From an optimization exercise on the open Yosys and OpenROAD flow, aimed at small area; shortcuts taken in it are not production practice.
Only simulation tests tie the RTL to the original design; equivalence was not proved.
Power is estimated from default activity; no workload was simulated.

the baseline:
Design tsn_switch_core, start of the top module:
module tsn_switch_core (
    input  wire         clk,
    input  wire         rst_n,
    input  wire [3:0]   rx_valid,
    input  wire [3:0]   rx_sof,
    input  wire [3:0]   rx_eof,
    input  wire [127:0] rx_data,
    input  wire [7:0]   rx_mod,
    input  wire [3:0]   rx_error,
    input  wire [191:0] rx_dst_mac,
    input  wire [191:0] rx_src_mac,
    input  wire [63:0]  rx_ethertype,
    input  wire [47:0]  rx_vlan_id,
    input  wire [11:0]  rx_priority,
    input  wire [3:0]   rx_vlan_valid,
    output wire [3:0]   tx_valid,
    output wire [3:0]   tx_sof,
    output wire [3:0]   tx_eof,
    output wire [127:0] tx_data,
    output wire [7:0]   tx_mod,
    output wire [11:0]  tx_priority,
    input  wire [3:0]   tx_ready,
    input  wire [63:0]  ptp_time,
    input  wire         time_valid,
    output wire [63:0]  frame_timestamp,
    input  wire         learning_enable,
    input  wire         cut_through_enable,
    input  wire [15:0]  default_vlan,
    input  wire [3:0]   port_enable,
    input  wire         security_enable,
    input  wire [47:0]  allowed_mac_base,
    input  wire [15:0]  allowed_mac_mask,
    input  wire [15:0]  blocked_ethertypes,
    output wire [127:0] forwarded_frames_packed,
    output wire [127:0] dropped_frames_packed,
    output wire [31:0]  learned_addresses,
    output wire [31:0]  security_violations,
    output wire [15:0]  switch_status,
    output wire [31:0]  cut_through_count,
    output wire [31:0]  store_forward_count
);
==> flow/config.mk <==
export PLATFORM = sky130hd
export DESIGN_NAME = tsn_switch_core
export DESIGN_NICKNAME = tsn_switch_core
export VERILOG_FILES = /design/flow/design.v
export SDC_FILE = /design/flow/constraint.sdc
export NUM_CORES = 4
export LEC_CHECK = 0
export CAP_MARGIN = 0
export CORE_MARGIN = 2
export CORE_UTILIZATION = 13
export GPL_TIMING_DRIVEN = 0
export PLACE_DENSITY = 0.3
export SLEW_MARGIN = 0
==> flow/constraint.sdc <==
create_clock -name core_clock -period 10.0 [get_ports {clk}]
set_input_delay 2.0000 -clock core_clock [delete_from_list [all_inputs] [get_ports {clk}]]
set_output_delay 2.0000 -clock core_clock [all_outputs]
set_load 0.01 [all_outputs]
standard.sh (not shown) runs the stock make flow with config.mk's settings and CLKGATE_MAP_FILE= SYNTH_SCRIPT=/design/flow/synth_recipe.tcl, a recipe that flattens the netlist after the stock synthesis.
==> flow/flow/run.sh <==
#!/bin/bash
# The standard layout (standard.sh) with these changes:
#  - after the standard synthesis, the combinational logic is mapped again
#    with ABC's area-oriented mapper (amap); flip-flops, their names and
#    cell types are left exactly as the standard synthesis made them
#  - ports get the smallest buffer, sky130_fd_sc_hd__buf_1
#  - the buffers Yosys/ABC inserted are removed at floorplan
set -euo pipefail
WORK=$(pwd)
R=$WORK/orfs/results/$FLOW_PLATFORM/tsn_switch_core/base
LIB=$FLOW_HOME/platforms/$FLOW_PLATFORM/lib/sky130_fd_sc_hd__tt_025C_1v80.lib
YOSYS=$FLOW_HOME/../tools/install/yosys/bin/yosys
[[ -x $YOSYS ]] || YOSYS=yosys

export BUFFER_PORTS_ARGS="-buffer_cell sky130_fd_sc_hd__buf_1"
export REMOVE_ABC_BUFFERS=1
export CTS_ARGS="-sink_clustering_enable -repair_clock_nets -dont_use_dummy_load"

# 1. standard synthesis
bash standard.sh synth > make_synth.log 2>&1

# 2. remap the combinational cells
cp $R/1_2_yosys.v $WORK/standard_synth.v
printf 'strash\ndch -f\namap\ntopo\n' > $WORK/amap.abc
cat > $WORK/remap.ys <<EOT
read_liberty -ignore_miss_func $LIB
blackbox sky130_fd_sc_hd__df* sky130_fd_sc_hd__edf* sky130_fd_sc_hd__sdf* sky130_fd_sc_hd__sedf* sky130_fd_sc_hd__dl* sky130_fd_sc_hd__conb_1
read_verilog $WORK/standard_synth.v
hierarchy -check -top $FLOW_TOP
flatten
opt_clean -purge
abc -script $WORK/amap.abc -liberty $LIB -dont_use sky130_fd_sc_hd__probe_p_8 -dont_use sky130_fd_sc_hd__probec_p_8 -dont_use sky130_fd_sc_hd__lpflow_*
opt_clean -purge
hilomap -singleton -hicell sky130_fd_sc_hd__conb_1 HI -locell sky130_fd_sc_hd__conb_1 LO
insbuf -buf sky130_fd_sc_hd__buf_1 A X
splitnets
opt_clean -purge
check
stat -liberty $LIB
write_verilog -noattr -nohex -nodec $WORK/remapped.v
EOT
$YOSYS -l $WORK/remap.log -q $WORK/remap.ys > /dev/null
cp $WORK/remapped.v $R/1_2_yosys.v
rm -f $R/1_synth.odb $R/1_synth.sdc

# 3. the rest of the standard layout
bash standard.sh > make_layout.log 2>&1
The flow ended early for the baseline: it failed with a tool error in global placement (3_3_place_gp).
--- input diff the baseline..the candidate ---
- changing PLACE_DENSITY from 0.3 to 0.35
- changing CORE_UTILIZATION from 13 to 20
### Flow results
On number of port buffers, the baseline and the candidate are neck and neck. The baseline -> the candidate: total I/O pin count delta 0, exact match. Re mean area per synthesized cell: no difference whatsoever between the candidate and the baseline. Row count down 58 in the candidate wrt the baseline. Diff the baseline -> the candidate: floorplan die width shows a reduction of 19%; initial standard-cell utilization of the core grew by 7.1 points; height of the die now sits lower; netlist area before placement now sits at about the same level. Status(the candidate) = ERROR, stage = global routing (5_1_grt). From the candidate to the baseline, count of mapped cells out of synthesis did not move at all.

========
## run A
Another version of the RTL of tsn_switch_core (not shown whole).
Size: ~9400 cells after synthesis, about 1100 flip-flops, ~1500 I/O pins.
// tsn_switch_core
module tsn_switch_core (
    input  wire         clk,
    input  wire         rst_n,
    input  wire [3:0]   rx_valid,
    input  wire [3:0]   rx_sof,
    input  wire [3:0]   rx_eof,
    input  wire [127:0] rx_data,
    input  wire [7:0]   rx_mod,
    input  wire [3:0]   rx_error,
    input  wire [191:0] rx_dst_mac,
    input  wire [191:0] rx_src_mac,
    input  wire [63:0]  rx_ethertype,
    input  wire [47:0]  rx_vlan_id,
    input  wire [11:0]  rx_priority,
    input  wire [3:0]   rx_vlan_valid,
    output wire [3:0]   tx_valid,
    output wire [3:0]   tx_sof,
    output wire [3:0]   tx_eof,
    output wire [127:0] tx_data,
    output wire [7:0]   tx_mod,
    output wire [11:0]  tx_priority,
    input  wire [3:0]   tx_ready,
    input  wire [63:0]  ptp_time,
    input  wire         time_valid,
    output wire [63:0]  frame_timestamp,
    input  wire         learning_enable,
    input  wire         cut_through_enable,
    input  wire [15:0]  default_vlan,
    input  wire [3:0]   port_enable,
    input  wire         security_enable,
    input  wire [47:0]  allowed_mac_base,
    input  wire [15:0]  allowed_mac_mask,
    input  wire [15:0]  blocked_ethertypes,
    output wire [127:0] forwarded_frames_packed,
    output wire [127:0] dropped_frames_packed,
    output wire [31:0]  learned_addresses,
    output wire [31:0]  security_violations,
    output wire [15:0]  switch_status,
    output wire [31:0]  cut_through_count,
    output wire [31:0]  store_forward_count
);
Settings: LEC_CHECK=0, CAP_MARGIN=30, CORE_MARGIN=2, CORE_UTILIZATION=25, GPL_TIMING_DRIVEN=0, PLACE_DENSITY=0.35, SETUP_SLACK_MARGIN=0.5, SLEW_MARGIN=30; clock period 10.0 ns.
==> flow/flow/run.sh <==
#!/bin/bash
# The standard layout (standard.sh) with these changes:
#  - ports get the smallest buffer, sky130_fd_sc_hd__buf_1
#  - the buffers Yosys/ABC inserted are removed at floorplan
#  - after the (unchanged) standard synthesis, the buffers larger than buf_2
#    join the platform's don't-use list, so repair fixes slew and load with
#    small buffers
set -euo pipefail
export BUFFER_PORTS_ARGS="-buffer_cell sky130_fd_sc_hd__buf_1"
export REMOVE_ABC_BUFFERS=1
export CTS_ARGS="-sink_clustering_enable -repair_clock_nets -dont_use_dummy_load -buf_list sky130_fd_sc_hd__clkbuf_8 -sink_clustering_size 20 -sink_clustering_max_diameter 50"

# standard synthesis, unchanged
bash standard.sh synth > make_synth.log 2>&1

# the rest of the layout, with the extra don't-use cells on make's command line
# (the platform's own list is repeated, as a command-line value replaces it)
PLATFORM_DU=$(sed -n '/^export DONT_USE_CELLS += /,/^#/p' "$FLOW_HOME/platforms/$FLOW_PLATFORM/config.mk" | grep -o 'sky130_fd_sc_hd__[a-z0-9_]*' | tr '\n' ' ')
EXTRA_DU="sky130_fd_sc_hd__buf_4 sky130_fd_sc_hd__buf_6 sky130_fd_sc_hd__buf_8 sky130_fd_sc_hd__buf_12 sky130_fd_sc_hd__buf_16 sky130_fd_sc_hd__bufbuf_8 sky130_fd_sc_hd__bufbuf_16 sky130_fd_sc_hd__bufinv_8 sky130_fd_sc_hd__bufinv_16"
bash standard.sh "DONT_USE_CELLS=$PLATFORM_DU $EXTRA_DU" finish > make_layout.log 2>&1
Run A: no failed stages, no open violations at the end
--- input diff run A..run B ---
-- flow/config.mk --
<<< run A, line 8
export CAP_MARGIN = 30
export CORE_MARGIN = 2
export CORE_UTILIZATION = 25
export GPL_TIMING_DRIVEN = 0
export PLACE_DENSITY = 0.35
>>> run B, line 8
export CAP_MARGIN = 30
export CORE_MARGIN = 2
export CORE_UTILIZATION = 30
export GPL_TIMING_DRIVEN = 0
export PLACE_DENSITY = 0.35
--- outcome ---
- Standard cell area after detailed placement in run B is 0.73% lower than in run A
- When the final numbers for run A and run B were put side by side, the worst setup margin turned out to be greater in run A.
- Timing-limited maximum frequency, run A and run B: higher on run A
- Sort run A and run B by met3 usage in global routing asc -> top: run A
- Internal portion of total power improves in run B relative to run A.
- Relative to run A, the net switching power of the design measured on run B has increased by a few percent.
Input-level comparison between run C and run B:
-- flow/config.mk --
<<< run B, line 8
export CAP_MARGIN = 30
export CORE_MARGIN = 2
export CORE_UTILIZATION = 30
export GPL_TIMING_DRIVEN = 0
export PLACE_DENSITY = 0.35
export SETUP_SLACK_MARGIN = 0.5
export SLEW_MARGIN = 30
>>> run C, line 8
export CAP_MARGIN = 30
export CORE_MARGIN = 2
export CORE_UTILIZATION = 25
export GPL_ROUTABILITY_DRIVEN = 0
export GPL_TIMING_DRIVEN = 0
export PLACE_DENSITY = 0.35
export SETUP_SLACK_MARGIN = 0.5
export SLEW_MARGIN = 25
## What came out
- Against run B, first-iteration DRC count in run C rose by a few percent.
- Taking run B as the reference point, the final critical delay including setup and external delays of run C falls by 310 ps.
- There was hardly any difference in XOR/XNOR share of the synthesized area between run B and run C.
- Run B → run C: effective utilization at floorplan went down 5.0 points, number of placed cells counting well taps went up 3.0%.
- When run C is measured against run B, its post-layout instance count excluding filler cells turns out about 2.7% higher.
- On least setup slack across all paths after layout, run C does better than run B.

========
## v6
Starting RTL as in the previous note.
export LEC_CHECK = 0
export CAP_MARGIN = 30
export CORE_MARGIN = 2
export CORE_UTILIZATION = 25
export GPL_TIMING_DRIVEN = 0
export PLACE_DENSITY = 0.35
export SETUP_SLACK_MARGIN = 0.5
export SLEW_MARGIN = 25
create_clock -name core_clock -period 10.0 [get_ports {clk}]
Scripts as last shown in full above: flow/flow/run.sh
v6: done, clean on timing, DRC and antenna
--- input diff v6..v7 ---
Settings: setting GPL_ROUTABILITY_DRIVEN to 0 for the first time; changing SLEW_MARGIN from 25 to 20.
## What came out
Slew at the pin closest to its max-slew limit: v7 > v6
The sequential power in v7 sits about 2% above the value recorded for v6.
Changes observed in v7 relative to v6: worst setup slack after layout went up 170 ps; post-route total power lost about 2.8%; combined area of the multi-input logic cells now smaller.

## re-timing with driven ports
In the flow no input, the clock included, has a driving cell. The finished layouts below were timed again as built, in two steps.
Step 1 (the two cells are an assumption about what drives the block):
set clk [get_ports {clk}]
set_driving_cell -lib_cell sky130_fd_sc_hd__clkbuf_16 $clk
set_driving_cell -lib_cell sky130_fd_sc_hd__buf_2 [delete_from_list [all_inputs] $clk]
Step 2, shift: input delay + t, output delay - t, t = (earliest + latest rising clock arrival at the registers) / 2. This alone moves slack from input paths to output paths.
a / b / c = no drivers / after step 1 / after step 2; a / b = the first two.
| run | t (ns) | setup slack, ns | worst register clock-pin slew, ns |
|---|---|---|---|
| run A | 1.184 | 0.440 / 0.533 / -0.651 | 0.10 / 0.10 |
| run B | 1.156 | 0.319 / 0.414 / -0.742 | 0.11 / 0.11 |
| run C | 1.146 | 0.634 / 0.729 / -0.417 | 0.10 / 0.10 |
| v6 | 1.246 | 0.257 / 0.347 / -0.899 | 0.09 / 0.09 |
| v7 | 1.141 | 0.426 / 0.521 / -0.621 | 0.10 / 0.10 |
Met with ideal ports but missed after step 2: setup timing in every run listed. The setup slack of v6, which loses most, moves by +0.090 ns with the drivers and by -1.156 ns with both steps.
